Background: an optimization exercise with open tools, aiming at small area. Do not read the settings as production practice.
The RTL was checked by simulation tests, not by an equivalence proof against the original design.
Power and IR drop assume default switching activity.

## design/flow/config.mk

```make
export PLATFORM = sky130hd
export DESIGN_NAME = udma_adc_rx_top
export DESIGN_NICKNAME = udma_adc_rx_top
export VERILOG_FILES = /design/flow/design.v
export SDC_FILE = /design/flow/constraint.sdc
export NUM_CORES = 4
export LEC_CHECK = 0
export ABC_AREA = 1
export CAP_MARGIN = 0
export CORE_AREA = 10 10 340 340
export DIE_AREA = 0 0 350 350
export SLEW_MARGIN = 0
```

## design/flow/flow/run.sh

```bash
#!/bin/bash
# Own layout flow: the standard flow with
#  - synthesis as standard.sh's, but with an area-oriented ABC mapping script
#    (flow/area.abc) in place of ORFS's, and the read multiplexer mapped by
#    hand (flow/rdmux_cells.v, made by gen/gen_rdmux.py) (flow/synth_wrap.tcl);
#  - port buffers made of the smallest buffer cell;
#  - a clock tree of small buffers without dummy loads;
#  - one tie cell per constant instead of one per constant output.
# Output of make goes to flow_make.log; ORFS keeps each step's full log
# under orfs/logs/.
set -euo pipefail
here=$(pwd)
export FLOW_ABC_SCRIPT="$here/flow/area.abc"
export FLOW_RDMUX_CELLS="$here/flow/rdmux_cells.v"
export BUFFER_PORTS_ARGS="-buffer_cell sky130_fd_sc_hd__buf_1"
export CTS_ARGS="-sink_clustering_enable -repair_clock_nets -dont_use_dummy_load -sink_clustering_size 8 -sink_clustering_max_diameter 40 -buf_list {sky130_fd_sc_hd__clkbuf_4}"
export SKIP_REPAIR_TIE_FANOUT=1
grep -q "SYNTH_SCRIPT=$here/synth_recipe.tcl" standard.sh
sed "s#SYNTH_SCRIPT=$here/synth_recipe.tcl#SYNTH_SCRIPT=$here/flow/synth_wrap.tcl#" standard.sh > own.sh
bash own.sh finish > flow_make.log 2>&1
```

## design/flow/flow/area.abc

```
strash
dch
map -a
strash
dch
map -a
strash
dch
map -a
```

## design/flow/design.v

```verilog
module udma_adc_rx_rdmux (
  input  logic [7:0]   addr,
  input  logic [95:0]  curr_addr,
  input  logic [127:0] bytes_left,
  input  logic [7:0]   rx_en,
  input  logic [7:0]   pending,
  input  logic [7:0]   continuous,
  input  logic         single,
  output logic [31:0]  rdata
);
  logic       ch_ok;
  logic [7:0] sel_saddr, sel_size, sel_cfg;
  assign ch_ok = ~addr[7] & ~addr[6];
  always_comb begin
    for (int i = 0; i < 8; i++) begin
      sel_saddr[i] = ch_ok & (addr[5:3] == i) & (addr[2:0] == 3'd0);
      sel_size[i]  = ch_ok & (addr[5:3] == i) & (addr[2:0] == 3'd1);
      sel_cfg[i]   = ch_ok & (addr[5:3] == i) & (addr[2:0] == 3'd2);
    end
    rdata = '0;
    for (int i = 0; i < 8; i++) begin
      for (int k = 0; k < 12; k++)
        rdata[k] = rdata[k] | (sel_saddr[i] & curr_addr[i*12+k]);
      for (int k = 0; k < 16; k++)
        rdata[k] = rdata[k] | (sel_size[i] & bytes_left[i*16+k]);
      rdata[0] = rdata[0] | (sel_cfg[i] & continuous[i]);
      rdata[2] = rdata[2] | sel_cfg[i];
      rdata[4] = rdata[4] | (sel_cfg[i] & rx_en[i]);
      rdata[5] = rdata[5] | (sel_cfg[i] & pending[i]);
    end
    rdata[0] = rdata[0] | ((addr[2:0] == 3'd4) & single);
  end
endmodule
module udma_adc_rx_top #(
  parameter L2_AWIDTH_NOAL  = 12,
  parameter UDMA_TRANS_SIZE = 16,
  parameter TRANS_SIZE      = 16,
  parameter ADC_DATA_WIDTH  = 32,
  parameter ADC_NUM_CHS     = 8,
  parameter CH_ID_LSB       = 28,
  parameter CH_ID_WIDTH     = 4  )
(
  input  logic                      sys_clk_i,
  input  logic                      rst_ni,
  input  logic               [31:0] cfg_data_i,
  input  logic                [7:0] cfg_addr_i,
  input  logic                      cfg_valid_i,
  input  logic                      cfg_rwn_i,
  output logic               [31:0] cfg_data_o,
  output logic                      cfg_ready_o,
  output logic [ADC_NUM_CHS-1:0] [L2_AWIDTH_NOAL-1:0] cfg_rx_startaddr_o,
  output logic [ADC_NUM_CHS-1:0][UDMA_TRANS_SIZE-1:0] cfg_rx_size_o,
  output logic [ADC_NUM_CHS-1:0]                      cfg_rx_continuous_o,
  output logic [ADC_NUM_CHS-1:0]                      cfg_rx_en_o,
  output logic [ADC_NUM_CHS-1:0]                      cfg_rx_clr_o,
  input  logic [ADC_NUM_CHS-1:0]                      cfg_rx_en_i,
  input  logic [ADC_NUM_CHS-1:0]                      cfg_rx_pending_i,
  input  logic [ADC_NUM_CHS-1:0] [L2_AWIDTH_NOAL-1:0] cfg_rx_curr_addr_i,
  input  logic [ADC_NUM_CHS-1:0][UDMA_TRANS_SIZE-1:0] cfg_rx_bytes_left_i,
  output logic [ADC_NUM_CHS-1:0]                [1:0] data_rx_datasize_o,
  output logic [ADC_NUM_CHS-1:0]               [31:0] data_rx_o,
  output logic [ADC_NUM_CHS-1:0]                      data_rx_valid_o,
  input  logic [ADC_NUM_CHS-1:0]                      data_rx_ready_i,
  input  logic                      adc_rx_valid_async_i,
  output logic                      adc_rx_valid_sync_o,
  input  logic [ADC_DATA_WIDTH-1:0] adc_rx_data_i,
  output logic [ADC_DATA_WIDTH-1:0] adc_rx_data_reg_o
);
  logic [2:0] reg_sel;
  logic [2:0] ch_sel;
  logic       ch_ok;       
  logic       wr;
  assign reg_sel = cfg_addr_i[2:0];
  assign ch_sel  = cfg_addr_i[5:3];
  assign ch_ok   = ~cfg_addr_i[7] & ~cfg_addr_i[6];
  assign wr      = cfg_valid_i & ~cfg_rwn_i;
  logic [ADC_NUM_CHS-1:0][L2_AWIDTH_NOAL-1:0] r_rx_startaddr;
  logic [ADC_NUM_CHS-1:0]    [TRANS_SIZE-1:0] r_rx_size;
  logic [ADC_NUM_CHS-1:0]                     r_rx_continuous;
  logic                                       r_single_ch_mode;
  logic       r_en_pulse, r_clr_pulse;
  logic [2:0] r_pulse_ch;
  always_ff @(posedge sys_clk_i, negedge rst_ni) begin
    if (~rst_ni) begin
      r_rx_startaddr   <= '0;
      r_rx_size        <= '0;
      r_rx_continuous  <= '0;
      r_single_ch_mode <= 1'b0;
    end else begin
      for (int i = 0; i < ADC_NUM_CHS; i++) begin
        if (wr && ch_ok && ch_sel == i && reg_sel == 3'd0)
          r_rx_startaddr[i] <= cfg_data_i[L2_AWIDTH_NOAL-1:0];
        if (wr && ch_ok && ch_sel == i && reg_sel == 3'd1)
          r_rx_size[i] <= cfg_data_i[TRANS_SIZE-1:0];
        if (wr && ch_ok && ch_sel == i && reg_sel == 3'd2)
          r_rx_continuous[i] <= cfg_data_i[0];
      end
      if (wr && reg_sel == 3'd4)
        r_single_ch_mode <= cfg_data_i[0];
    end
  end
  always_ff @(posedge sys_clk_i, negedge rst_ni) begin
    if (~rst_ni) begin
      r_en_pulse  <= 1'b0;
      r_clr_pulse <= 1'b0;
      r_pulse_ch  <= '0;
    end else begin
      r_en_pulse  <= wr & ch_ok & (reg_sel == 3'd2) & cfg_data_i[4];
      r_clr_pulse <= wr & ch_ok & (reg_sel == 3'd2) & cfg_data_i[5];
      r_pulse_ch  <= ch_sel;
    end
  end
  always_comb begin
    for (int i = 0; i < ADC_NUM_CHS; i++) begin
      cfg_rx_en_o[i]  = r_en_pulse  & (r_pulse_ch == i);
      cfg_rx_clr_o[i] = r_clr_pulse & (r_pulse_ch == i);
    end
  end
  assign cfg_rx_startaddr_o  = r_rx_startaddr;
  assign cfg_rx_continuous_o = r_rx_continuous;
  assign cfg_ready_o         = 1'b1;
  always_comb begin
    for (int i = 0; i < ADC_NUM_CHS; i++) begin
      cfg_rx_size_o[i]      = r_rx_size[i];
      data_rx_datasize_o[i] = 2'b10;
    end
  end
  udma_adc_rx_rdmux i_rdmux (
    .addr       ( cfg_addr_i          ),
    .curr_addr  ( cfg_rx_curr_addr_i  ),
    .bytes_left ( cfg_rx_bytes_left_i ),
    .rx_en      ( cfg_rx_en_i         ),
    .pending    ( cfg_rx_pending_i    ),
    .continuous ( r_rx_continuous     ),
    .single     ( r_single_ch_mode    ),
    .rdata      ( cfg_data_o          )
  );
  logic r_vld_s0, r_vld_s1, r_vld_edge, r_vld_del;
  logic [ADC_DATA_WIDTH-1:0] r_adc_data;
  logic [ADC_NUM_CHS-1:0]    r_udma_valid;
  logic [CH_ID_WIDTH-1:0]    adc_id;
  assign adc_id = adc_rx_data_i[CH_ID_LSB+CH_ID_WIDTH-1:CH_ID_LSB];
  always_ff @(posedge sys_clk_i, negedge rst_ni) begin
    if (~rst_ni) begin
      r_vld_s0     <= 1'b0;
      r_vld_s1     <= 1'b0;
      r_vld_edge   <= 1'b0;
      r_vld_del    <= 1'b0;
      r_adc_data   <= '0;
      r_udma_valid <= '0;
    end else begin
      r_vld_s0   <= adc_rx_valid_async_i;
      r_vld_s1   <= r_vld_s0;
      r_vld_edge <= r_vld_s0 & ~r_vld_s1;
      r_vld_del  <= r_vld_edge;
      if (r_vld_edge) r_adc_data <= adc_rx_data_i;
      for (int i = 0; i < ADC_NUM_CHS; i++) begin
        if (r_vld_edge && (r_single_ch_mode ? (i == 0) : (adc_id == i)))
          r_udma_valid[i] <= 1'b1;
        else if (data_rx_ready_i[i] && (!r_single_ch_mode || i == 0))
          r_udma_valid[i] <= 1'b0;
      end
    end
  end
  assign adc_rx_valid_sync_o = r_vld_del;
  assign adc_rx_data_reg_o   = r_adc_data;
  assign data_rx_valid_o     = r_udma_valid;
  always_comb begin
    for (int i = 0; i < ADC_NUM_CHS; i++) data_rx_o[i] = r_adc_data;
  end
endmodule
```

## design/flow/flow/synth_wrap.tcl

```tcl
# Same synthesis as synth_recipe.tcl (ORFS synth.tcl, synth -nofsm -noshare,
# flatten, rename), except that
#  - the ABC mapping script is FLOW_ABC_SCRIPT, an area-oriented one;
#  - the register read multiplexer (module udma_adc_rx_rdmux, no registers)
#    is replaced by its gate-level implementation FLOW_RDMUX_CELLS.
# Registers are mapped exactly as in the standard synthesis; only the
# combinational mapping differs.
proc synth {args} { yosys synth -nofsm -noshare {*}$args }
set fh [open $::env(SCRIPTS_DIR)/synth.tcl]
set body [read $fh]
close $fh
set hook "source \$::env(SCRIPTS_DIR)/synth_preamble.tcl"
if { [string first $hook $body] < 0 } { error "synth.tcl hook not found" }
set body [string map [list $hook "$hook\nset abc_args \[lreplace \$abc_args 1 1 $::env(FLOW_ABC_SCRIPT)\]"] $body]
set hook "hierarchy -check -top \$::env(DESIGN_NAME)"
if { [string first $hook $body] < 0 } { error "synth.tcl hierarchy hook not found" }
set body [string map [list $hook "delete udma_adc_rx_rdmux\nread_verilog $::env(FLOW_RDMUX_CELLS)\n$hook"] $body]
eval $body
# left out here: clear keep_hierarchy, flatten, clean up, hide names made inside functions, write 1_2_yosys.v
```

## design/flow/constraint.sdc

```tcl
create_clock -name core_clock -period 10.0 [get_ports {sys_clk_i}]
set_input_delay 2.0000 -clock core_clock [delete_from_list [all_inputs] [get_ports {sys_clk_i}]]
set_output_delay 2.0000 -clock core_clock [all_outputs]
set_load 0.01 [all_outputs]
```

## design/flow/flow/rdmux_cells.v

```verilog
// Generated by gen/gen_rdmux.py: gate-level udma_adc_rx_rdmux for sky130hd.
module udma_adc_rx_rdmux (
  input  [7:0]   addr,
  input  [95:0]  curr_addr,
  input  [127:0] bytes_left,
  input  [7:0]   rx_en,
  input  [7:0]   pending,
  input  [7:0]   continuous,
  input          single,
  output [31:0]  rdata
);
  wire n1;
  wire n3;
  wire n5;
  wire n7;
  wire n9;
  wire n11;
  wire n13;
  wire n15;
  wire n17;
  wire n19;
  wire n21;
  wire n23;
  wire n25;
  wire n27;
  wire n29;
  wire n31;
  wire n33;
  wire n35;
  wire n37;
  wire n39;
  wire n41;
  wire n43;
  wire n45;
  wire n47;
  wire n49;
  wire n51;
  wire n53;
  wire n55;
  wire n57;
  wire n59;
  wire n61;
  wire n63;
  wire n65;
  wire n67;
  wire n69;
  wire n71;
  wire n73;
  wire n75;
  wire n77;
  wire n79;
  wire n81;
  wire n83;
  wire n85;
  wire n87;
  wire n89;
  wire n91;
  wire n93;
  wire n95;
  wire n97;
  wire n99;
  wire n101;
  wire n103;
  wire n105;
  wire n108;
  wire n110;
  wire n112;
  wire n114;
  wire n116;
  wire n118;
  wire n120;
  wire n123;
  wire n125;
  wire n127;
  wire n129;
  wire n131;
  wire n133;
  wire n135;
  wire n138;
  wire n140;
  wire n142;
  wire n144;
  wire n146;
  wire n148;
  wire n150;
  wire n153;
  wire n155;
  wire n157;
  wire n159;
  wire n161;
  wire n163;
  wire n165;
  wire n167;
  wire n169;
  wire n171;
  wire n174;
  wire n176;
  wire n178;
  wire n180;
  wire n182;
  wire n184;
  wire n186;
  wire n188;
  wire n190;
  wire n192;
  wire n195;
  wire n197;
  wire n199;
  wire n201;
  wire n203;
  wire n205;
  wire n207;
  wire n210;
  wire n212;
  wire n214;
  wire n216;
  wire n218;
  wire n220;
  wire n222;
  wire n225;
  wire n227;
  wire n229;
  wire n231;
  wire n233;
  wire n235;
  wire n237;
  wire n240;
  wire n242;
  wire n244;
  wire n246;
  wire n248;
  wire n250;
  wire n252;
  wire n255;
  wire n257;
  wire n259;
  wire n261;
  wire n263;
  wire n265;
  wire n267;
  wire n270;
  wire n272;
  wire n274;
  wire n276;
  wire n278;
  wire n280;
  wire n282;
  wire n285;
  wire n287;
  wire n289;
  wire n292;
  wire n294;
  wire n296;
  wire n299;
  wire n301;
  wire n303;
  wire n306;
  wire n308;
  wire n310;
  assign rdata[31:16] = 16'b0;
  sky130_fd_sc_hd__inv_1 g2 (.A(addr[0]), .Y(n1));
  sky130_fd_sc_hd__inv_1 g4 (.A(addr[1]), .Y(n3));
  sky130_fd_sc_hd__inv_1 g6 (.A(addr[2]), .Y(n5));
  sky130_fd_sc_hd__inv_1 g8 (.A(addr[3]), .Y(n7));
  sky130_fd_sc_hd__inv_1 g10 (.A(addr[4]), .Y(n9));
  sky130_fd_sc_hd__inv_1 g12 (.A(addr[5]), .Y(n11));
  sky130_fd_sc_hd__nor2_1 g14 (.A(addr[7]), .B(addr[6]), .Y(n13));
  sky130_fd_sc_hd__nand4_1 g16 (.A(n13), .B(n5), .C(n3), .D(n1), .Y(n15));
  sky130_fd_sc_hd__nand4_1 g18 (.A(n13), .B(n5), .C(n3), .D(addr[0]), .Y(n17));
  sky130_fd_sc_hd__nand4_1 g20 (.A(n13), .B(n5), .C(addr[1]), .D(n1), .Y(n19));
  sky130_fd_sc_hd__nand3_1 g22 (.A(n7), .B(n9), .C(n11), .Y(n21));
  sky130_fd_sc_hd__nand3_1 g24 (.A(addr[3]), .B(n9), .C(n11), .Y(n23));
  sky130_fd_sc_hd__nand3_1 g26 (.A(n7), .B(addr[4]), .C(n11), .Y(n25));
  sky130_fd_sc_hd__nand3_1 g28 (.A(addr[3]), .B(addr[4]), .C(n11), .Y(n27));
  sky130_fd_sc_hd__nand3_1 g30 (.A(n7), .B(n9), .C(addr[5]), .Y(n29));
  sky130_fd_sc_hd__nand3_1 g32 (.A(addr[3]), .B(n9), .C(addr[5]), .Y(n31));
  sky130_fd_sc_hd__nand3_1 g34 (.A(n7), .B(addr[4]), .C(addr[5]), .Y(n33));
  sky130_fd_sc_hd__nand3_1 g36 (.A(addr[3]), .B(addr[4]), .C(addr[5]), .Y(n35));
  sky130_fd_sc_hd__nor2_1 g38 (.A(n15), .B(n21), .Y(n37));
  sky130_fd_sc_hd__nor2_1 g40 (.A(n15), .B(n23), .Y(n39));
  sky130_fd_sc_hd__nor2_1 g42 (.A(n15), .B(n25), .Y(n41));
  sky130_fd_sc_hd__nor2_1 g44 (.A(n15), .B(n27), .Y(n43));
  sky130_fd_sc_hd__nor2_1 g46 (.A(n15), .B(n29), .Y(n45));
  sky130_fd_sc_hd__nor2_1 g48 (.A(n15), .B(n31), .Y(n47));
  sky130_fd_sc_hd__nor2_1 g50 (.A(n15), .B(n33), .Y(n49));
  sky130_fd_sc_hd__nor2_1 g52 (.A(n15), .B(n35), .Y(n51));
  sky130_fd_sc_hd__nor2_1 g54 (.A(n17), .B(n21), .Y(n53));
  sky130_fd_sc_hd__nor2_1 g56 (.A(n17), .B(n23), .Y(n55));
  sky130_fd_sc_hd__nor2_1 g58 (.A(n17), .B(n25), .Y(n57));
  sky130_fd_sc_hd__nor2_1 g60 (.A(n17), .B(n27), .Y(n59));
  sky130_fd_sc_hd__nor2_1 g62 (.A(n17), .B(n29), .Y(n61));
  sky130_fd_sc_hd__nor2_1 g64 (.A(n17), .B(n31), .Y(n63));
  sky130_fd_sc_hd__nor2_1 g66 (.A(n17), .B(n33), .Y(n65));
  sky130_fd_sc_hd__nor2_1 g68 (.A(n17), .B(n35), .Y(n67));
  sky130_fd_sc_hd__nor2_1 g70 (.A(n19), .B(n21), .Y(n69));
  sky130_fd_sc_hd__nor2_1 g72 (.A(n19), .B(n23), .Y(n71));
  sky130_fd_sc_hd__nor2_1 g74 (.A(n19), .B(n25), .Y(n73));
  sky130_fd_sc_hd__nor2_1 g76 (.A(n19), .B(n27), .Y(n75));
  sky130_fd_sc_hd__nor2_1 g78 (.A(n19), .B(n29), .Y(n77));
  sky130_fd_sc_hd__nor2_1 g80 (.A(n19), .B(n31), .Y(n79));
  sky130_fd_sc_hd__nor2_1 g82 (.A(n19), .B(n33), .Y(n81));
  sky130_fd_sc_hd__nor2_1 g84 (.A(n19), .B(n35), .Y(n83));
  sky130_fd_sc_hd__nand4_1 g86 (.A(addr[2]), .B(n3), .C(n1), .D(single), .Y(n85));
  sky130_fd_sc_hd__a222oi_1 g88 (.A1(n37), .A2(curr_addr[0]), .B1(n53), .B2(bytes_left[0]), .C1(n39), .C2(curr_addr[12]), .Y(n87));
  sky130_fd_sc_hd__a222oi_1 g90 (.A1(n55), .A2(bytes_left[16]), .B1(n41), .B2(curr_addr[24]), .C1(n57), .C2(bytes_left[32]), .Y(n89));
  sky130_fd_sc_hd__a222oi_1 g92 (.A1(n43), .A2(curr_addr[36]), .B1(n59), .B2(bytes_left[48]), .C1(n45), .C2(curr_addr[48]), .Y(n91));
  sky130_fd_sc_hd__a222oi_1 g94 (.A1(n61), .A2(bytes_left[64]), .B1(n47), .B2(curr_addr[60]), .C1(n63), .C2(bytes_left[80]), .Y(n93));
  sky130_fd_sc_hd__a222oi_1 g96 (.A1(n49), .A2(curr_addr[72]), .B1(n65), .B2(bytes_left[96]), .C1(n51), .C2(curr_addr[84]), .Y(n95));
  sky130_fd_sc_hd__a222oi_1 g98 (.A1(n67), .A2(bytes_left[112]), .B1(n69), .B2(continuous[0]), .C1(n71), .C2(continuous[1]), .Y(n97));
  sky130_fd_sc_hd__a222oi_1 g100 (.A1(n73), .A2(continuous[2]), .B1(n75), .B2(continuous[3]), .C1(n77), .C2(continuous[4]), .Y(n99));
  sky130_fd_sc_hd__a222oi_1 g102 (.A1(n79), .A2(continuous[5]), .B1(n81), .B2(continuous[6]), .C1(n83), .C2(continuous[7]), .Y(n101));
  sky130_fd_sc_hd__and4_1 g104 (.A(n87), .B(n89), .C(n91), .D(n93), .X(n103));
  sky130_fd_sc_hd__and4_1 g106 (.A(n95), .B(n97), .C(n99), .D(n101), .X(n105));
  sky130_fd_sc_hd__nand3_1 g107 (.A(n103), .B(n105), .C(n85), .Y(rdata[0]));
  sky130_fd_sc_hd__a222oi_1 g109 (.A1(n37), .A2(curr_addr[1]), .B1(n53), .B2(bytes_left[1]), .C1(n39), .C2(curr_addr[13]), .Y(n108));
  sky130_fd_sc_hd__a222oi_1 g111 (.A1(n55), .A2(bytes_left[17]), .B1(n41), .B2(curr_addr[25]), .C1(n57), .C2(bytes_left[33]), .Y(n110));
  sky130_fd_sc_hd__a222oi_1 g113 (.A1(n43), .A2(curr_addr[37]), .B1(n59), .B2(bytes_left[49]), .C1(n45), .C2(curr_addr[49]), .Y(n112));
  sky130_fd_sc_hd__a222oi_1 g115 (.A1(n61), .A2(bytes_left[65]), .B1(n47), .B2(curr_addr[61]), .C1(n63), .C2(bytes_left[81]), .Y(n114));
  sky130_fd_sc_hd__a22oi_1 g117 (.A1(n49), .A2(curr_addr[73]), .B1(n65), .B2(bytes_left[97]), .Y(n116));
  sky130_fd_sc_hd__a22oi_1 g119 (.A1(n51), .A2(curr_addr[85]), .B1(n67), .B2(bytes_left[113]), .Y(n118));
  sky130_fd_sc_hd__and3_1 g121 (.A(n108), .B(n110), .C(n112), .X(n120));
  sky130_fd_sc_hd__nand4_1 g122 (.A(n120), .B(n114), .C(n116), .D(n118), .Y(rdata[1]));
  sky130_fd_sc_hd__a222oi_1 g124 (.A1(n37), .A2(curr_addr[2]), .B1(n53), .B2(bytes_left[2]), .C1(n39), .C2(curr_addr[14]), .Y(n123));
  sky130_fd_sc_hd__a222oi_1 g126 (.A1(n55), .A2(bytes_left[18]), .B1(n41), .B2(curr_addr[26]), .C1(n57), .C2(bytes_left[34]), .Y(n125));
  sky130_fd_sc_hd__a222oi_1 g128 (.A1(n43), .A2(curr_addr[38]), .B1(n59), .B2(bytes_left[50]), .C1(n45), .C2(curr_addr[50]), .Y(n127));
  sky130_fd_sc_hd__a222oi_1 g130 (.A1(n61), .A2(bytes_left[66]), .B1(n47), .B2(curr_addr[62]), .C1(n63), .C2(bytes_left[82]), .Y(n129));
  sky130_fd_sc_hd__a22oi_1 g132 (.A1(n49), .A2(curr_addr[74]), .B1(n65), .B2(bytes_left[98]), .Y(n131));
  sky130_fd_sc_hd__a22oi_1 g134 (.A1(n51), .A2(curr_addr[86]), .B1(n67), .B2(bytes_left[114]), .Y(n133));
  sky130_fd_sc_hd__and4_1 g136 (.A(n123), .B(n125), .C(n127), .D(n129), .X(n135));
  sky130_fd_sc_hd__nand4_1 g137 (.A(n135), .B(n131), .C(n133), .D(n19), .Y(rdata[2]));
  sky130_fd_sc_hd__a222oi_1 g139 (.A1(n37), .A2(curr_addr[3]), .B1(n53), .B2(bytes_left[3]), .C1(n39), .C2(curr_addr[15]), .Y(n138));
  sky130_fd_sc_hd__a222oi_1 g141 (.A1(n55), .A2(bytes_left[19]), .B1(n41), .B2(curr_addr[27]), .C1(n57), .C2(bytes_left[35]), .Y(n140));
  sky130_fd_sc_hd__a222oi_1 g143 (.A1(n43), .A2(curr_addr[39]), .B1(n59), .B2(bytes_left[51]), .C1(n45), .C2(curr_addr[51]), .Y(n142));
  sky130_fd_sc_hd__a222oi_1 g145 (.A1(n61), .A2(bytes_left[67]), .B1(n47), .B2(curr_addr[63]), .C1(n63), .C2(bytes_left[83]), .Y(n144));
  sky130_fd_sc_hd__a22oi_1 g147 (.A1(n49), .A2(curr_addr[75]), .B1(n65), .B2(bytes_left[99]), .Y(n146));
  sky130_fd_sc_hd__a22oi_1 g149 (.A1(n51), .A2(curr_addr[87]), .B1(n67), .B2(bytes_left[115]), .Y(n148));
  sky130_fd_sc_hd__and3_1 g151 (.A(n138), .B(n140), .C(n142), .X(n150));
  sky130_fd_sc_hd__nand4_1 g152 (.A(n150), .B(n144), .C(n146), .D(n148), .Y(rdata[3]));
  sky130_fd_sc_hd__a222oi_1 g154 (.A1(n37), .A2(curr_addr[4]), .B1(n53), .B2(bytes_left[4]), .C1(n39), .C2(curr_addr[16]), .Y(n153));
  sky130_fd_sc_hd__a222oi_1 g156 (.A1(n55), .A2(bytes_left[20]), .B1(n41), .B2(curr_addr[28]), .C1(n57), .C2(bytes_left[36]), .Y(n155));
  sky130_fd_sc_hd__a222oi_1 g158 (.A1(n43), .A2(curr_addr[40]), .B1(n59), .B2(bytes_left[52]), .C1(n45), .C2(curr_addr[52]), .Y(n157));
  sky130_fd_sc_hd__a222oi_1 g160 (.A1(n61), .A2(bytes_left[68]), .B1(n47), .B2(curr_addr[64]), .C1(n63), .C2(bytes_left[84]), .Y(n159));
  sky130_fd_sc_hd__a222oi_1 g162 (.A1(n49), .A2(curr_addr[76]), .B1(n65), .B2(bytes_left[100]), .C1(n51), .C2(curr_addr[88]), .Y(n161));
  sky130_fd_sc_hd__a222oi_1 g164 (.A1(n67), .A2(bytes_left[116]), .B1(n69), .B2(rx_en[0]), .C1(n71), .C2(rx_en[1]), .Y(n163));
  sky130_fd_sc_hd__a222oi_1 g166 (.A1(n73), .A2(rx_en[2]), .B1(n75), .B2(rx_en[3]), .C1(n77), .C2(rx_en[4]), .Y(n165));
  sky130_fd_sc_hd__a222oi_1 g168 (.A1(n79), .A2(rx_en[5]), .B1(n81), .B2(rx_en[6]), .C1(n83), .C2(rx_en[7]), .Y(n167));
  sky130_fd_sc_hd__and3_1 g170 (.A(n153), .B(n155), .C(n157), .X(n169));
  sky130_fd_sc_hd__and3_1 g172 (.A(n159), .B(n161), .C(n163), .X(n171));
  sky130_fd_sc_hd__nand4_1 g173 (.A(n169), .B(n171), .C(n165), .D(n167), .Y(rdata[4]));
  sky130_fd_sc_hd__a222oi_1 g175 (.A1(n37), .A2(curr_addr[5]), .B1(n53), .B2(bytes_left[5]), .C1(n39), .C2(curr_addr[17]), .Y(n174));
  sky130_fd_sc_hd__a222oi_1 g177 (.A1(n55), .A2(bytes_left[21]), .B1(n41), .B2(curr_addr[29]), .C1(n57), .C2(bytes_left[37]), .Y(n176));
  sky130_fd_sc_hd__a222oi_1 g179 (.A1(n43), .A2(curr_addr[41]), .B1(n59), .B2(bytes_left[53]), .C1(n45), .C2(curr_addr[53]), .Y(n178));
  sky130_fd_sc_hd__a222oi_1 g181 (.A1(n61), .A2(bytes_left[69]), .B1(n47), .B2(curr_addr[65]), .C1(n63), .C2(bytes_left[85]), .Y(n180));
  sky130_fd_sc_hd__a222oi_1 g183 (.A1(n49), .A2(curr_addr[77]), .B1(n65), .B2(bytes_left[101]), .C1(n51), .C2(curr_addr[89]), .Y(n182));
  sky130_fd_sc_hd__a222oi_1 g185 (.A1(n67), .A2(bytes_left[117]), .B1(n69), .B2(pending[0]), .C1(n71), .C2(pending[1]), .Y(n184));
  sky130_fd_sc_hd__a222oi_1 g187 (.A1(n73), .A2(pending[2]), .B1(n75), .B2(pending[3]), .C1(n77), .C2(pending[4]), .Y(n186));
  sky130_fd_sc_hd__a222oi_1 g189 (.A1(n79), .A2(pending[5]), .B1(n81), .B2(pending[6]), .C1(n83), .C2(pending[7]), .Y(n188));
  sky130_fd_sc_hd__and3_1 g191 (.A(n174), .B(n176), .C(n178), .X(n190));
  sky130_fd_sc_hd__and3_1 g193 (.A(n180), .B(n182), .C(n184), .X(n192));
  sky130_fd_sc_hd__nand4_1 g194 (.A(n190), .B(n192), .C(n186), .D(n188), .Y(rdata[5]));
  sky130_fd_sc_hd__a222oi_1 g196 (.A1(n37), .A2(curr_addr[6]), .B1(n53), .B2(bytes_left[6]), .C1(n39), .C2(curr_addr[18]), .Y(n195));
  sky130_fd_sc_hd__a222oi_1 g198 (.A1(n55), .A2(bytes_left[22]), .B1(n41), .B2(curr_addr[30]), .C1(n57), .C2(bytes_left[38]), .Y(n197));
  sky130_fd_sc_hd__a222oi_1 g200 (.A1(n43), .A2(curr_addr[42]), .B1(n59), .B2(bytes_left[54]), .C1(n45), .C2(curr_addr[54]), .Y(n199));
  sky130_fd_sc_hd__a222oi_1 g202 (.A1(n61), .A2(bytes_left[70]), .B1(n47), .B2(curr_addr[66]), .C1(n63), .C2(bytes_left[86]), .Y(n201));
  sky130_fd_sc_hd__a22oi_1 g204 (.A1(n49), .A2(curr_addr[78]), .B1(n65), .B2(bytes_left[102]), .Y(n203));
  sky130_fd_sc_hd__a22oi_1 g206 (.A1(n51), .A2(curr_addr[90]), .B1(n67), .B2(bytes_left[118]), .Y(n205));
  sky130_fd_sc_hd__and3_1 g208 (.A(n195), .B(n197), .C(n199), .X(n207));
  sky130_fd_sc_hd__nand4_1 g209 (.A(n207), .B(n201), .C(n203), .D(n205), .Y(rdata[6]));
  sky130_fd_sc_hd__a222oi_1 g211 (.A1(n37), .A2(curr_addr[7]), .B1(n53), .B2(bytes_left[7]), .C1(n39), .C2(curr_addr[19]), .Y(n210));
  sky130_fd_sc_hd__a222oi_1 g213 (.A1(n55), .A2(bytes_left[23]), .B1(n41), .B2(curr_addr[31]), .C1(n57), .C2(bytes_left[39]), .Y(n212));
  sky130_fd_sc_hd__a222oi_1 g215 (.A1(n43), .A2(curr_addr[43]), .B1(n59), .B2(bytes_left[55]), .C1(n45), .C2(curr_addr[55]), .Y(n214));
  sky130_fd_sc_hd__a222oi_1 g217 (.A1(n61), .A2(bytes_left[71]), .B1(n47), .B2(curr_addr[67]), .C1(n63), .C2(bytes_left[87]), .Y(n216));
  sky130_fd_sc_hd__a22oi_1 g219 (.A1(n49), .A2(curr_addr[79]), .B1(n65), .B2(bytes_left[103]), .Y(n218));
  sky130_fd_sc_hd__a22oi_1 g221 (.A1(n51), .A2(curr_addr[91]), .B1(n67), .B2(bytes_left[119]), .Y(n220));
  sky130_fd_sc_hd__and3_1 g223 (.A(n210), .B(n212), .C(n214), .X(n222));
  sky130_fd_sc_hd__nand4_1 g224 (.A(n222), .B(n216), .C(n218), .D(n220), .Y(rdata[7]));
  sky130_fd_sc_hd__a222oi_1 g226 (.A1(n37), .A2(curr_addr[8]), .B1(n53), .B2(bytes_left[8]), .C1(n39), .C2(curr_addr[20]), .Y(n225));
  sky130_fd_sc_hd__a222oi_1 g228 (.A1(n55), .A2(bytes_left[24]), .B1(n41), .B2(curr_addr[32]), .C1(n57), .C2(bytes_left[40]), .Y(n227));
  sky130_fd_sc_hd__a222oi_1 g230 (.A1(n43), .A2(curr_addr[44]), .B1(n59), .B2(bytes_left[56]), .C1(n45), .C2(curr_addr[56]), .Y(n229));
  sky130_fd_sc_hd__a222oi_1 g232 (.A1(n61), .A2(bytes_left[72]), .B1(n47), .B2(curr_addr[68]), .C1(n63), .C2(bytes_left[88]), .Y(n231));
  sky130_fd_sc_hd__a22oi_1 g234 (.A1(n49), .A2(curr_addr[80]), .B1(n65), .B2(bytes_left[104]), .Y(n233));
  sky130_fd_sc_hd__a22oi_1 g236 (.A1(n51), .A2(curr_addr[92]), .B1(n67), .B2(bytes_left[120]), .Y(n235));
  sky130_fd_sc_hd__and3_1 g238 (.A(n225), .B(n227), .C(n229), .X(n237));
  sky130_fd_sc_hd__nand4_1 g239 (.A(n237), .B(n231), .C(n233), .D(n235), .Y(rdata[8]));
  sky130_fd_sc_hd__a222oi_1 g241 (.A1(n37), .A2(curr_addr[9]), .B1(n53), .B2(bytes_left[9]), .C1(n39), .C2(curr_addr[21]), .Y(n240));
  sky130_fd_sc_hd__a222oi_1 g243 (.A1(n55), .A2(bytes_left[25]), .B1(n41), .B2(curr_addr[33]), .C1(n57), .C2(bytes_left[41]), .Y(n242));
  sky130_fd_sc_hd__a222oi_1 g245 (.A1(n43), .A2(curr_addr[45]), .B1(n59), .B2(bytes_left[57]), .C1(n45), .C2(curr_addr[57]), .Y(n244));
  sky130_fd_sc_hd__a222oi_1 g247 (.A1(n61), .A2(bytes_left[73]), .B1(n47), .B2(curr_addr[69]), .C1(n63), .C2(bytes_left[89]), .Y(n246));
  sky130_fd_sc_hd__a22oi_1 g249 (.A1(n49), .A2(curr_addr[81]), .B1(n65), .B2(bytes_left[105]), .Y(n248));
  sky130_fd_sc_hd__a22oi_1 g251 (.A1(n51), .A2(curr_addr[93]), .B1(n67), .B2(bytes_left[121]), .Y(n250));
  sky130_fd_sc_hd__and3_1 g253 (.A(n240), .B(n242), .C(n244), .X(n252));
  sky130_fd_sc_hd__nand4_1 g254 (.A(n252), .B(n246), .C(n248), .D(n250), .Y(rdata[9]));
  sky130_fd_sc_hd__a222oi_1 g256 (.A1(n37), .A2(curr_addr[10]), .B1(n53), .B2(bytes_left[10]), .C1(n39), .C2(curr_addr[22]), .Y(n255));
  sky130_fd_sc_hd__a222oi_1 g258 (.A1(n55), .A2(bytes_left[26]), .B1(n41), .B2(curr_addr[34]), .C1(n57), .C2(bytes_left[42]), .Y(n257));
  sky130_fd_sc_hd__a222oi_1 g260 (.A1(n43), .A2(curr_addr[46]), .B1(n59), .B2(bytes_left[58]), .C1(n45), .C2(curr_addr[58]), .Y(n259));
  sky130_fd_sc_hd__a222oi_1 g262 (.A1(n61), .A2(bytes_left[74]), .B1(n47), .B2(curr_addr[70]), .C1(n63), .C2(bytes_left[90]), .Y(n261));
  sky130_fd_sc_hd__a22oi_1 g264 (.A1(n49), .A2(curr_addr[82]), .B1(n65), .B2(bytes_left[106]), .Y(n263));
  sky130_fd_sc_hd__a22oi_1 g266 (.A1(n51), .A2(curr_addr[94]), .B1(n67), .B2(bytes_left[122]), .Y(n265));
  sky130_fd_sc_hd__and3_1 g268 (.A(n255), .B(n257), .C(n259), .X(n267));
  sky130_fd_sc_hd__nand4_1 g269 (.A(n267), .B(n261), .C(n263), .D(n265), .Y(rdata[10]));
  sky130_fd_sc_hd__a222oi_1 g271 (.A1(n37), .A2(curr_addr[11]), .B1(n53), .B2(bytes_left[11]), .C1(n39), .C2(curr_addr[23]), .Y(n270));
  sky130_fd_sc_hd__a222oi_1 g273 (.A1(n55), .A2(bytes_left[27]), .B1(n41), .B2(curr_addr[35]), .C1(n57), .C2(bytes_left[43]), .Y(n272));
  sky130_fd_sc_hd__a222oi_1 g275 (.A1(n43), .A2(curr_addr[47]), .B1(n59), .B2(bytes_left[59]), .C1(n45), .C2(curr_addr[59]), .Y(n274));
  sky130_fd_sc_hd__a222oi_1 g277 (.A1(n61), .A2(bytes_left[75]), .B1(n47), .B2(curr_addr[71]), .C1(n63), .C2(bytes_left[91]), .Y(n276));
  sky130_fd_sc_hd__a22oi_1 g279 (.A1(n49), .A2(curr_addr[83]), .B1(n65), .B2(bytes_left[107]), .Y(n278));
  sky130_fd_sc_hd__a22oi_1 g281 (.A1(n51), .A2(curr_addr[95]), .B1(n67), .B2(bytes_left[123]), .Y(n280));
  sky130_fd_sc_hd__and3_1 g283 (.A(n270), .B(n272), .C(n274), .X(n282));
  sky130_fd_sc_hd__nand4_1 g284 (.A(n282), .B(n276), .C(n278), .D(n280), .Y(rdata[11]));
  sky130_fd_sc_hd__a222oi_1 g286 (.A1(n53), .A2(bytes_left[12]), .B1(n55), .B2(bytes_left[28]), .C1(n57), .C2(bytes_left[44]), .Y(n285));
  sky130_fd_sc_hd__a222oi_1 g288 (.A1(n59), .A2(bytes_left[60]), .B1(n61), .B2(bytes_left[76]), .C1(n63), .C2(bytes_left[92]), .Y(n287));
  sky130_fd_sc_hd__a22oi_1 g290 (.A1(n65), .A2(bytes_left[108]), .B1(n67), .B2(bytes_left[124]), .Y(n289));
  sky130_fd_sc_hd__nand3_1 g291 (.A(n285), .B(n287), .C(n289), .Y(rdata[12]));
  sky130_fd_sc_hd__a222oi_1 g293 (.A1(n53), .A2(bytes_left[13]), .B1(n55), .B2(bytes_left[29]), .C1(n57), .C2(bytes_left[45]), .Y(n292));
  sky130_fd_sc_hd__a222oi_1 g295 (.A1(n59), .A2(bytes_left[61]), .B1(n61), .B2(bytes_left[77]), .C1(n63), .C2(bytes_left[93]), .Y(n294));
  sky130_fd_sc_hd__a22oi_1 g297 (.A1(n65), .A2(bytes_left[109]), .B1(n67), .B2(bytes_left[125]), .Y(n296));
  sky130_fd_sc_hd__nand3_1 g298 (.A(n292), .B(n294), .C(n296), .Y(rdata[13]));
  sky130_fd_sc_hd__a222oi_1 g300 (.A1(n53), .A2(bytes_left[14]), .B1(n55), .B2(bytes_left[30]), .C1(n57), .C2(bytes_left[46]), .Y(n299));
  sky130_fd_sc_hd__a222oi_1 g302 (.A1(n59), .A2(bytes_left[62]), .B1(n61), .B2(bytes_left[78]), .C1(n63), .C2(bytes_left[94]), .Y(n301));
  sky130_fd_sc_hd__a22oi_1 g304 (.A1(n65), .A2(bytes_left[110]), .B1(n67), .B2(bytes_left[126]), .Y(n303));
  sky130_fd_sc_hd__nand3_1 g305 (.A(n299), .B(n301), .C(n303), .Y(rdata[14]));
  sky130_fd_sc_hd__a222oi_1 g307 (.A1(n53), .A2(bytes_left[15]), .B1(n55), .B2(bytes_left[31]), .C1(n57), .C2(bytes_left[47]), .Y(n306));
  sky130_fd_sc_hd__a222oi_1 g309 (.A1(n59), .A2(bytes_left[63]), .B1(n61), .B2(bytes_left[79]), .C1(n63), .C2(bytes_left[95]), .Y(n308));
  sky130_fd_sc_hd__a22oi_1 g311 (.A1(n65), .A2(bytes_left[111]), .B1(n67), .B2(bytes_left[127]), .Y(n310));
  sky130_fd_sc_hd__nand3_1 g312 (.A(n306), .B(n308), .C(n310), .Y(rdata[15]));
endmodule
```

## design/flow/standard.sh

```bash
#!/bin/bash
# synth_recipe.tcl (not shown) runs the flow's synth.tcl, then flattens the netlist and writes it again
# the make line also repeats each setting of config.mk as NAME=value (left out here)
make -C /OpenROAD-flow-scripts/flow DESIGN_CONFIG=/design/flow/config.mk WORK_HOME=/design/flow/orfs CLKGATE_MAP_FILE= SYNTH_SCRIPT=/design/flow/synth_recipe.tcl "${@:-finish}"
```

==> out/metrics.yaml, run 1 <==
outcome:
  status: "no timing/DRC/antenna violations"
clocking:
  postCtsHoldBufs: 0
  clkSlewWorstSetupHoldPaths_ps: 80
  cts_root_buf: "clkbuf_4"
  cts_max_level: 2
  cts_buffers: 52
  clock_sinks: 282
  cts_buffer_depth: 3
  cts_tree: "done"
  cts_resized: 0
  post_cts_buffers: 0
  clock_latency_ps: 840
detailed_routing:
  avgRoutedWirePerCell_um: 22.9
  via_count: 13332
  firstDrtPassIters: 10
  via_per_inst: 3.80
  ant_nets: 0
  drt_wl_total_um: 80400
  drt_iter0_markers: 1512
  drcViolationCount: 0
layout:
  fin_util_pct: 15.6
  final_cell_mix: "868 x buf_1, 284 x nand2_1, 281 x dfrtp_1, 175 x o21ai_0, 96 x nor2_1"
  mostFrequentLayoutCell: "buf_1"
  drive_above_1_share_pct: 4.66
  syn2layout_area_growth_pct: 26.5
  final_cell_area_um2: 16900
  fin_cells: 3505
  num-nets-final: 2407
grt:
  antenna_found_initial: 22
  overflow: 0
  grt_pass1_wl_um: 106000
  grt_pass1_vias: 12849
  grt_max_degree: 106
  track_usage_pct: 12.1
die:
  core_area_um2: 109000
  die_x_um: 350
  dieArea_um2: 123000
  die_h_um: 350
  rows: 121
  initial_core_util_pct: 12.3
  ios: 919
power_and_ir_drop:
  ir_drop_v: 0.0000953
  powerDensity_nw_per_um2: 141
  leakage_nw: 6.57
worst_hold_path:
  worstHoldPathType: "flip-flop to flip-flop"
timing:
  rsz0062_at_grt: "false"
  period_needed_ps: 6840
  max_freq_ghz: 0.146
  tns_ps: 0
  max_slew.worst_pin.slew_ps: 1220
  setup-violations-final: 0
  skew_ps: 83.3
  layout_worst_path_cycle_share_pct: 68.4
  finalWorstSetupSlack_ps: 3160
  slew_headroom_pct: 18.1
  slew_violations: 0
  hold_viol_final: 0
logic_synthesis:
  syn_area_um2: 13400
  synth_area_per_cell_um2: 9.44
  syn_inst: 1419
  synth_fa_ha_area_share_pct: 0
  synthMuxAreaShare_pct: 0
  synth_top_family_by_area: "buffers and inverters"
  synthXorXnorAreaFrac_pct: 0
  synth.distinct_cells: 22
  synth_compound_gate_area_share_pct: 15.8
  synth_top_area_share_pct: 52.7
  ys_warn_count: 2
  ys_seq_area_share_pct: 52.7
  synth_area_leaders: "dfrtp_1 53%, buf_4 16%, nand2_1 8.0%"
  yosys.area_share.simple_pct: 14.1
  synth.largest_area_cell: "dfrtp_1"
  synth-seq-cells: 282
  synth_nets: 1744
placed_design:
  port_buffers: 869
  dp.cells: 3442
  dpl_cell_area_um2: 16500
  dpl.hpwl_um: 65600
  place.gp.congestion: 0.918
  post-place-ws_ps: 3280
setup_path:
  cp-end-kind: "output pin"
  worstPathArrival_ps: 4840
  crit_type: "primary input to output pin"
  cp_max_fo: 12
  cp-start-kind: "primary input"
  worstPathRequired_ps: 8000
job:
  cap_violations: 0
## power by group
| part | internal [W] | leakage, nW | switching, W |
|---|---|---|---|
| sequential | 0.00119 | 3.84 | 0.000109 |
| combinational | 0.000130 | 2.50 | 0.000313 |
| clock | 0.000235 | 0.239 | 0.000415 |
| total | 0.00155 | 6.57 | 0.000837 |
## layer usage
layer | up-vias | wire [um] | track usage (%)
met1 | 6421 | 35100 | 16.5
met3 | 114 | 8610 | 4.08
met2 | 811 | 34600 | 18.0
li1 | 5982 | - | -
met5 | - | 27 | 0
met4 | 4 | 1960 | 3.55
## per-stage QoR
stage	power [W]	hold WS [ps]
5_1_grt	0.00253	424
2_1_floorplan	0.00162	361
6_report	0.00239	397
3_3_place_gp	0.00178	385
4_1_cts	0.00245	403
3_5_place_dp	0.00178	383
## worst max-delay path: stages
cell and delay, ps:
buf_1 420, nand3_1 410, nor2_1 930, a222oi_1 260, and3_1 430, nand4_1 200, buf_1 180
## final timing paths
kind | start | to | slack (ps) | cells past startpoint
setup / recovery | cfg_addr_i[4] | cfg_data_o[5] | 3160 | 7
hold / removal | r_vld_s0 | r_vld_s1 | 400 | 0
setup reg to reg | r_vld_edge | r_adc_data[25] | 8250 | 5
hold reg to reg | r_vld_s0 | r_vld_s1 | 400 | 0
max in group asynchronous | rst_ni | r_rx_startaddr[60] | 6990 | 3
min in group asynchronous | rst_ni | r_rx_size[124] | 1200 | 1
## flip-flops by register name, summed over array words and instances (netlist names), 3 cells and up
signal           flops
r_rx_size          128
r_rx_startaddr      96
r_adc_data          32
r_rx_continuous      8
r_udma_valid         8
r_pulse_ch           3
## Yosys cell counts, drive strengths merged
cell,instances
a21oi,67
a222oi,68
a22oi,22
a31oi,7
and2,1
and3,12
and4,3
buf,289
clkinv,36
conb,2
dfrtp,282
inv,6
nand2,287
nand3,21
nand4,16
nor2,104
nor3,9
nor3b,1
nor4,9
o21ai,175
o22ai,1
o31ai,1
## layout make-up
cell class	count	area [um^2]
tap	1414	1770
fill	12425	91600
antenna	11	27.5
timing repair buffer	898	3500
inverter	42	158
sequential	282	7060
multi-input combinational	806	4050
clock buffer	52	390
## cell families (layout without fill, tap and decap cells)
family	count (synthesis)	after routing
buf+inv	331	992
compound gates	341	341
simple gates	463	463
flops	282	282
other cells	2	13
==> inputs of run 2 (changes only) <==
--- a/design/flow/flow/run.sh
+++ b/design/flow/flow/run.sh
@@ -2,7 +2,8 @@
 # Own layout flow: the standard flow with
 #  - synthesis as standard.sh's, but with an area-oriented ABC mapping script
 #    (flow/area.abc) in place of ORFS's, and the read multiplexer mapped by
-#    hand (flow/rdmux_cells.v, made by gen/gen_rdmux.py) (flow/synth_wrap.tcl);
+#    hand (flow/rdmux_cells.v, made by gen/gen_rdmux.py), and the sample
+#    register's load multiplexers as o22a cells (flow/synth_wrap.tcl);
 #  - port buffers made of the smallest buffer cell;
 #  - a clock tree of small buffers without dummy loads;
 #  - one tie cell per constant instead of one per constant output.
@@ -12,6 +13,7 @@
 here=$(pwd)
 export FLOW_ABC_SCRIPT="$here/flow/area.abc"
 export FLOW_RDMUX_CELLS="$here/flow/rdmux_cells.v"
+export FLOW_MUX_MAP="$here/flow/mux_o22a.v"
 export BUFFER_PORTS_ARGS="-buffer_cell sky130_fd_sc_hd__buf_1"
 export CTS_ARGS="-sink_clustering_enable -repair_clock_nets -dont_use_dummy_load -sink_clustering_size 8 -sink_clustering_max_diameter 40 -buf_list {sky130_fd_sc_hd__clkbuf_4}"
 export SKIP_REPAIR_TIE_FANOUT=1
==> design/flow/flow/mux_o22a.v (new file) <==
// techmap: a 2:1 multiplexer as one o22a cell, (S | A) & (~S | B) = S ? B : A,
// with ~S shared by every multiplexer on the same select.
module \$_MUX_ (A, B, S, Y);
  input A, B, S;
  output Y;
  wire sn;
  \$_NOT_ inv (.A(S), .Y(sn));
  sky130_fd_sc_hd__o22a_1 g (.A1(S), .A2(A), .B1(sn), .B2(B), .X(Y));
endmodule
--- a/design/flow/flow/synth_wrap.tcl
+++ b/design/flow/flow/synth_wrap.tcl
@@ -2,7 +2,9 @@
 # flatten, rename), except that
 #  - the ABC mapping script is FLOW_ABC_SCRIPT, an area-oriented one;
 #  - the register read multiplexer (module udma_adc_rx_rdmux, no registers)
-#    is replaced by its gate-level implementation FLOW_RDMUX_CELLS.
+#    is replaced by its gate-level implementation FLOW_RDMUX_CELLS;
+#  - the load multiplexers of the ADC sample register (select r_vld_edge)
+#    are mapped to o22a cells sharing one inverted select (FLOW_MUX_MAP).
 # Registers are mapped exactly as in the standard synthesis; only the
 # combinational mapping differs.
 proc synth {args} { yosys synth -nofsm -noshare {*}$args }
@@ -15,5 +17,14 @@
 set hook "hierarchy -check -top \$::env(DESIGN_NAME)"
 if { [string first $hook $body] < 0 } { error "synth.tcl hierarchy hook not found" }
 set body [string map [list $hook "delete udma_adc_rx_rdmux\nread_verilog $::env(FLOW_RDMUX_CELLS)\n$hook"] $body]
+proc my_map_sample_mux {} {
+  select -set sample_mux {w:r_vld_edge} {%co1:+[S]} {t:$_MUX_} %i
+  techmap -map $::env(FLOW_MUX_MAP) {@sample_mux}
+  opt_merge
+  select -clear
+}
+set hook "log_cmd abc {*}\$abc_args"
+if { [string first $hook $body] < 0 } { error "synth.tcl abc hook not found" }
+set body [string map [list $hook "my_map_sample_mux\n$hook"] $body]
 eval $body
 # left out here: clear keep_hierarchy, flatten, clean up, hide names made inside functions, write 1_2_yosys.v
--- a/design/flow/config.mk
+++ b/design/flow/config.mk
@@ -7,6 +7,6 @@
 export LEC_CHECK = 0
 export ABC_AREA = 1
 export CAP_MARGIN = 0
-export CORE_AREA = 10 10 340 340
-export DIE_AREA = 0 0 350 350
+export CORE_AREA = 5 5 311 311
+export DIE_AREA = 0 0 316 316
 export SLEW_MARGIN = 0
==> run 2 against run 1 <==
Compared with the run above:
- critical path type unchanged
- first-iteration DRC count up 3.4%
- clock-buffer cell count is 2 lower
- register-to-register slack better by 30 ps
- core utilization grew 2.2 points
- die area down 18%
- still clean on timing, DRC and antenna
- sequential power hardly changed
- total power about the same
- clock skew up 55 ps
- synthesized area is 0.55% lower
==> out/metrics.yaml, run 2 <==
clocking:
  cts_buffer_depth: 3  # unchanged
  postCtsHoldBufs: 0  # unchanged
  post_cts_buffers: 0  # unchanged
  clock_latency_ps: 850  # about the same
  cts_buffers: 50  # -3.8%
  cts_tree: "done"
  cts_max_level: 2  # unchanged
  clock_sinks: 282  # unchanged
  cts_root_buf: "clkbuf_4"
  clkSlewWorstSetupHoldPaths_ps: 80  # about the same
  cts_resized: 0  # unchanged
layout:
  final_cell_mix: "868 x buf_1, 281 x dfrtp_1, 200 x nand2_1, 175 x o21ai_0, 98 x nor2_1"
  regMostFlops: "r_rx_size"
  largest_reg_flops: 128  # unchanged
  drive_above_1_share_pct: 4.22  # -0.45 points
  reg_top3: "r_rx_size x128, r_rx_startaddr x96, r_adc_data x32"
  syn2layout_area_growth_pct: 24.9
  num-nets-final: 2342  # -2.7%
  mostFrequentLayoutCell: "buf_1"
  fin_util_pct: 17.9  # +2.2 points
setup_path:
  max_stage_delay_ps: 1140  # +210 ps
  crit_chain: "buf_1 > nor2_1 > nand4_1 > nor2_1 > a222oi_1 > and3_1 > nand4_1 > buf_1"
  worst-path-buf-inv: 2  # unchanged
  crit_type: "primary input to output pin"
  cp_max_fo: 16  # +4
  cp-end-kind: "output pin"
  r2r-start: "r_vld_edge"
  crit_start: "cfg_addr_i[7]"
  cp_slowest_cell: "nor2_1"
  cp-start-kind: "primary input"
  worstPathRequired_ps: 8000  # about the same
  worstPathArrival_ps: 4980  # +140 ps
  crit_family: "simple AND/OR/NAND/NOR gates"
detailed_routing:
  ant_nets: 0  # unchanged
  drt_iter0_markers: 1564  # +3.4%
  via_per_inst: 4.05  # +6.5%
  drcViolationCount: 0  # unchanged
  drt_wl_total_um: 75200  # -6.4%
  avgRoutedWirePerCell_um: 22.9  # -0.20%
  firstDrtPassIters: 10  # unchanged
  via_count: 13325  # -0.053%
power_and_ir_drop:
  swShare_pct: 35.1  # +0.055 points
  power_frac_seq_pct: 54.0  # -0.3 points
  powerDensity_nw_per_um2: 144  # +1.8%
  p_clk_share_pct: 26.6  # -0.6 points
  switchingPower_w: 0.000838  # about the same
  ir_drop_v: 0.0000834  # -13%
  p_int_w: 0.00155  # -0.15%
  pwr-share-comb_pct: 19.4  # +0.8 points
  leakage_nw: 6.32  # -3.9%
timing:
  max_freq_ghz: 0.143  # -2.0%
  layout_worst_path_cycle_share_pct: 69.8  # +1.4 points
  slew_headroom_pct: 9.96  # -8.1 points
  rsz0062_at_grt: "false"
  skew_ps: 138  # +55.1 ps
  tns_ps: 0  # unchanged
  hold_viol_final: 0  # unchanged
  slew_violations: 0  # unchanged
  holdWs_ps: 382  # -15.1 ps
  period_needed_ps: 6980  # +141 ps
  setup-violations-final: 0  # unchanged
  max_slew.worst_pin.slew_ps: 1350  # +121 ps
grt:
  overflow: 0  # unchanged
  grt_pass1_vias: 12469  # -3.0%
  grt_use_met2_pct: 19.4  # +1.4 points
  track_usage_pct: 13.9  # +1.8 points
  grt_use_met1_pct: 18.8  # +2.3 points
  antenna_found_initial: 13  # -41%
  grt_pass1_wl_um: 98400  # -6.9%
  busiest_layer: "met2"
  grt_use_met3_pct: 6.79  # +2.7 points
  grt_max_degree: 136  # +28%
placed_design:
  place.gp.congestion: 0.889  # -3.2%
  dpl.hpwl_um: 60300  # -8.1%
  port_buffers: 869  # unchanged
logic_synthesis:
  synth_area_per_cell_um2: 9.81  # +3.9%
  syn_area_um2: 13300  # -0.55%
  synth_top_flop_cell: "dfrtp_1"
  synth_area_leaders: "dfrtp_1 53%, buf_4 16%, o21ai_0 6.6%"
  synth_top_area_share_pct: 53.0  # +0.29 points
  ys_seq_area_share_pct: 53.0  # +0.29 points
  synth.distinct_cells: 23  # +4.5%
  yosys-top-cells-count: "289 x buf_4, 282 x dfrtp_1, 200 x nand2_1, 175 x o21ai_0, 102 x nor2_1"
  synth_nets: 1683  # -3.5%
  yosysMostFrequentCell: "buf_4"
  synth_edf_count: 0  # unchanged
  ys_warn_count: 2  # unchanged
  async_flop_share_pct: 100  # unchanged
  synth.largest_area_cell: "dfrtp_1"
  synth-seq-cells: 282  # unchanged
  syn_inst: 1358  # -4.3%
die:
  core_area_um2: 93200  # -14%
  die_h_um: 316  # -9.7%
  initial_core_util_pct: 14.3  # +2.0 points
  dieArea_um2: 99900  # -18%
  ios: 919  # unchanged
  rows: 112  # -7.4%
  die_x_um: 316  # -9.7%
outcome:
  status: "no timing/DRC/antenna violations"
job:
  cap_violations: 0  # unchanged
worst_hold_path:
  min_from: "r_vld_s1"
  worstHoldPathType: "flip-flop to flip-flop"
run 2: cell types whose count changed in the layout (fill, tap and decap cells not counted), sizes merged, moves of 2 or more:
cell / delta
nand2: -87
diode: +8
nor2: -2
clkbuf: -2
a21oi: -3
buf: -2
o22a: +32
run 2: cell families (layout without fill, tap and decap cells):
family / count (synthesis) / after routing / share of synthesized area (%)
other cells: 2 / 21 / 0.0564
flops: 282 / 282 / 53.0
buf+inv: 330 / 987 / 17.4
simple gates: 374 / 374 / 11.7
compound gates: 370 / 370 / 17.9
run 2: final cells by class:
type | instances | area, um^2
timing repair buffer | 896 | 3480
clock buffer | 50 | 375
sequential | 282 | 7060
multi-input combinational | 746 | 3950
antenna | 19 | 47.5
tap | 1254 | 1570
inverter | 41 | 154
fill | 10556 | 76600
run 2: routing by layer:
layer | up-vias | wire [um]
met1 | 6398 | 32300
li1 | 5869 | -
met2 | 899 | 30800
met4 | 8 | 2210
met3 | 151 | 9790
met5 | - | 198
run 2: power by group through the flow:
stage,Combinational [W],Clock (W),Sequential (W)
2_1_floorplan,0.000336,0,0.00129
3_3_place_gp,0.000472,0,0.00131
3_5_place_dp,0.000472,0,0.00131
4_1_cts,0.000473,0.000675,0.00129
5_1_grt,0.000512,0.000718,0.00130
6_report,0.000464,0.000636,0.00129
run 2: final timing paths:
kind	to	slack [ps]	depth (start not counted)
max	cfg_data_o[4]	3020	8
max reg2reg	r_adc_data[31]	8280	3
min reg2reg	r_vld_edge	380	1
min in group asynchronous	r_rx_size[82]	1190	1
min	r_vld_edge	380	1
max in group asynchronous	r_rx_startaddr[32]	6840	3
run 2: through the flow:
stage	power, W	std cells	area [um^2]	worst slack, ps
final	0.00239	3288	16600	3020
after detailed placement	0.00179	3219	16200	3120
after CTS	0.00244	3269	16600	3120
after floorplan	0.00163	1358	13300	4480
after global routing	0.00253	3271	16600	2770
after global placement	0.00178	3219	16200	3140
run 2: worst reg2reg max path, cell delays in order (launching register included):
cell     delay [ps]
dfrtp_2         400
buf_4           230
inv_2           680
o22a_1          330
==> inputs of run 3 (changes only) <==
--- a/design/flow/flow/run.sh
+++ b/design/flow/flow/run.sh
@@ -15,7 +15,7 @@
 export FLOW_RDMUX_CELLS="$here/flow/rdmux_cells.v"
 export FLOW_MUX_MAP="$here/flow/mux_o22a.v"
 export BUFFER_PORTS_ARGS="-buffer_cell sky130_fd_sc_hd__buf_1"
-export CTS_ARGS="-sink_clustering_enable -repair_clock_nets -dont_use_dummy_load -sink_clustering_size 8 -sink_clustering_max_diameter 40 -buf_list {sky130_fd_sc_hd__clkbuf_4}"
+export CTS_ARGS="-sink_clustering_enable -repair_clock_nets -dont_use_dummy_load -sink_clustering_size 8 -sink_clustering_max_diameter 80 -buf_list {sky130_fd_sc_hd__clkbuf_4}"
 export SKIP_REPAIR_TIE_FANOUT=1
 grep -q "SYNTH_SCRIPT=$here/synth_recipe.tcl" standard.sh
 sed "s#SYNTH_SCRIPT=$here/synth_recipe.tcl#SYNTH_SCRIPT=$here/flow/synth_wrap.tcl#" standard.sh > own.sh
==> run 3 against run 2 <==
Compared with the run above:
- still clean on timing, DRC and antenna
- sequential power about the same
- sequential share of layout area increased by 0.15 points
- clock skew is 69 ps lower
- wire length fell by 0.11%
- core utilization down 0.062 points
- critical endpoint unchanged
==> out/metrics.yaml, run 3 <==
layout:
  regMostFlops: "r_rx_size"
  largest_reg_flops: 128  # unchanged
  final_cell_area_um2: 16600  # -0.35%
  mostFrequentLayoutCell: "buf_1"
  syn2layout_area_growth_pct: 24.4
  reg_top3: "r_rx_size x128, r_rx_startaddr x96, r_adc_data x32"
  final_cell_mix: "868 x buf_1, 281 x dfrtp_1, 200 x nand2_1, 175 x o21ai_0, 98 x nor2_1"
  fin_cells: 3279  # -0.27%
  fin_util_pct: 17.8  # -0.062 points
  num-nets-final: 2335  # -0.30%
  drive_above_1_share_pct: 3.88  # -0.33 points
logic_synthesis:
  synth_area_per_cell_um2: 9.81  # unchanged
  ys_warn_count: 2  # unchanged
  synth_compound_gate_area_share_pct: 17.9  # unchanged
  synth.largest_area_cell: "dfrtp_1"
  synth_edf_count: 0  # unchanged
  synth_fa_ha_area_share_pct: 0  # unchanged
  synth_top_area_share_pct: 53.0  # unchanged
  synth_top_family_by_area: "compound AO/OA/AOI/OAI gates"
  synth.distinct_cells: 23  # unchanged
  yosysMostFrequentCell: "buf_4"
  synth_area_leaders: "dfrtp_1 53%, buf_4 16%, o21ai_0 6.6%"
  ys_seq_area_share_pct: 53.0  # unchanged
  yosys.area_share.simple_pct: 11.7  # unchanged
  synthXorXnorAreaFrac_pct: 0  # unchanged
  synth_nets: 1683  # unchanged
  synth_top_flop_cell: "dfrtp_1"
  syn_area_um2: 13300  # unchanged
  yosys-top-cells-count: "289 x buf_4, 282 x dfrtp_1, 200 x nand2_1, 175 x o21ai_0, 102 x nor2_1"
  synthMuxAreaShare_pct: 0  # unchanged
  synth-seq-cells: 282  # unchanged
  syn_inst: 1358  # unchanged
  async_flop_share_pct: 100  # unchanged
die:
  initial_core_util_pct: 14.3  # unchanged
  core_area_um2: 93200  # unchanged
  rows: 112  # unchanged
  die_h_um: 316  # unchanged
  dieArea_um2: 99900  # unchanged
  die_x_um: 316  # unchanged
  ios: 919  # unchanged
clocking:
  post_cts_buffers: 0  # unchanged
  clock_latency_ps: 750  # -100 ps
  cts_root_buf: "clkbuf_4"
  cts_max_level: 2  # unchanged
  clkSlewWorstSetupHoldPaths_ps: 80  # about the same
  postCtsHoldBufs: 0  # unchanged
  cts_resized: 0  # unchanged
  cts_tree: "done"
  clock_sinks: 282  # unchanged
  cts_buffers: 43  # -14%
  cts_buffer_depth: 3  # unchanged
power_and_ir_drop:
  switchingPower_w: 0.000832  # -0.69%
  p_clk_share_pct: 25.5  # -1.1 points
  pwr-share-comb_pct: 19.7  # +0.3 points
  powerDensity_nw_per_um2: 142  # -1.2%
  ir_drop_v: 0.0000826  # -0.95%
  leakage_nw: 6.29  # -0.51%
  power_frac_seq_pct: 54.8  # +0.8 points
  swShare_pct: 35.4  # +0.29 points
  p_int_w: 0.00152  # -1.9%
detailed_routing:
  ant_nets: 0  # unchanged
  firstDrtPassIters: 14  # +4
  drcViolationCount: 0  # unchanged
  drt_wl_total_um: 75200  # -0.11%
  avgRoutedWirePerCell_um: 22.9  # +0.16%
  via_per_inst: 4.05  # -0.11%
  drt_iter0_markers: 1660  # +6.1%
  via_count: 13274  # -0.38%
setup_path:
  cp_max_fo: 16  # unchanged
  worstPathRequired_ps: 8000  # about the same
  cp-start-kind: "primary input"
  cp-end-kind: "output pin"
  crit_type: "primary input to output pin"
  worstPathArrival_ps: 4980  # about the same
  worstRegToRegCells: 3  # unchanged
  r2r-end: "r_adc_data[31]"
  rrSetupSlack_ps: 8290  # about the same
  r2r-start: "r_vld_edge"
timing:
  hold_viol_final: 0  # unchanged
  tns_ps: 0  # unchanged
  max_slew.worst_pin.slew_ps: 1320  # -24.3 ps
  setup-violations-final: 0  # unchanged
  period_needed_ps: 6980  # -2.83 ps
  max_freq_ghz: 0.143  # about the same
  slew_violations: 0  # unchanged
  layout_worst_path_cycle_share_pct: 69.8  # about the same
  slew_headroom_pct: 11.6  # +1.6 points
  rsz0062_at_grt: "false"
  skew_ps: 69.4  # -68.9 ps
placed_design:
  place.gp.congestion: 0.889  # unchanged
  dp.cells: 3219  # unchanged
  dpl.hpwl_um: 60300  # unchanged
  port_buffers: 869  # unchanged
  dpl_cell_area_um2: 16200  # unchanged
grt:
  grt_pass1_vias: 12495  # +0.21%
  track_usage_pct: 13.9  # -0.021 points
  overflow: 0  # unchanged
  antenna_found_initial: 16  # +3
  grt_pass1_wl_um: 98400  # about the same
  grt_max_degree: 136  # unchanged
worst_hold_path:
  holdPathEnd: "r_vld_edge"
  worstHoldPathType: "flip-flop to flip-flop"
  min_from: "r_vld_s1"
  holdPathStages: 1  # unchanged
outcome:
  status: "no timing/DRC/antenna violations"
job:
  cap_violations: 0  # unchanged
## run 3: cell counts after synthesis
Identical to the previous run, type by type.
## run 3: worst max-delay path by stage
stage                              from             to  cells past startpoint  slack (ps)
final                     cfg_addr_i[7]  cfg_data_o[4]                      8        3020
after global routing      cfg_addr_i[7]  cfg_data_o[0]                      8        2770
after CTS                 cfg_addr_i[7]  cfg_data_o[0]                      8        3120
after detailed placement  cfg_addr_i[7]  cfg_data_o[0]                      8        3120
after global placement    cfg_addr_i[7]  cfg_data_o[0]                      8        3140
after floorplan           cfg_addr_i[7]  cfg_data_o[4]                      6        4480
## run 3: critical path: stages
cell and delay [ps]:
buf_1 80, nor2_1 230, nand4_1 470, nor2_1 1150, a222oi_1 270, and3_1 380, nand4_1 170, buf_1 210
## run 3: cell families (layout without fill, tap and decap cells)
group,after synthesis,count (layout)
buf+inv,330,980
compound gates,370,370
other cells,2,19
flops,282,282
simple gates,374,374
## run 3: area by class of cell
type | count | area [um^2]
clock buffer | 43 | 323
multi-input combinational | 746 | 3950
timing repair buffer | 896 | 3480
fill | 10581 | 76600
inverter | 41 | 154
sequential | 282 | 7060
tap | 1254 | 1570
antenna | 17 | 42.5
## run 3: through the flow
step           hold slack (ps)  power [W]  setup WS [ps]
6_report                   393    0.00235           3020
5_1_grt                    414    0.00249           2770
4_1_cts                    396    0.00240           3120
3_5_place_dp               379    0.00179           3120
3_3_place_gp               371    0.00178           3140
2_1_floorplan              361    0.00163           4480
## run 3: metal layers
layer  track usage [%]  vias up  wire length, um
met5             0.870        -              134
met4              5.09        6             2510
met3              6.86      147            10200
met2              19.1      915            30600
met1              18.7     6354            31800
li1                  -     5852                -
## run 3: power groups by stage
stage / sequential (W) / combinational [W] / clock [W]
finish: 0.00129 / 0.000463 / 0.000601
global route: 0.00130 / 0.000512 / 0.000680
CTS: 0.00129 / 0.000473 / 0.000638
detailed placement: 0.00131 / 0.000472 / 0
global placement: 0.00131 / 0.000472 / 0
floorplan: 0.00129 / 0.000336 / 0

[afterwards: timing with drivers on the ports]
In the flow no input, the clock included, has a driving cell. The finished layouts below were timed again as built, in two steps.
Step 1 sets driving cells, clkbuf_16 on the clock port and buf_2 on the other inputs (assumed; they add their load-dependent delay and slew).
Step 2 times the ports against the registers' clock, not the clock port: input delays grow and output delays shrink by t, the midpoint of the rising clock arrivals with the driver on.
Three values: ideal ports, drivers, drivers and shift; two values: the first two.
| run | shift t [ns] | setup slack, ns | worst hold slack (ns) | worst setup path at the end | slew at the worst register clock pin (ns) |
|---|---|---|---|---|---|
| run 1 | 0.848 | 3.158 / 3.105 / 3.105 | 0.397 / 0.397 / 0.397 | input to output | 0.10 / 0.10 |
| run 2 | 0.817 | 3.017 / 2.969 / 2.969 | 0.382 / 0.382 / 0.382 | input to output | 0.10 / 0.10 |
| run 3 | 0.760 | 3.020 / 2.972 / 2.972 | 0.393 / 0.393 / 0.393 | input to output | 0.11 / 0.11 |
After both steps setup and hold are still met in every run listed. The setup slack of run 1, which loses most, moves by -0.053 ns with the drivers and by -0.053 ns with both steps.
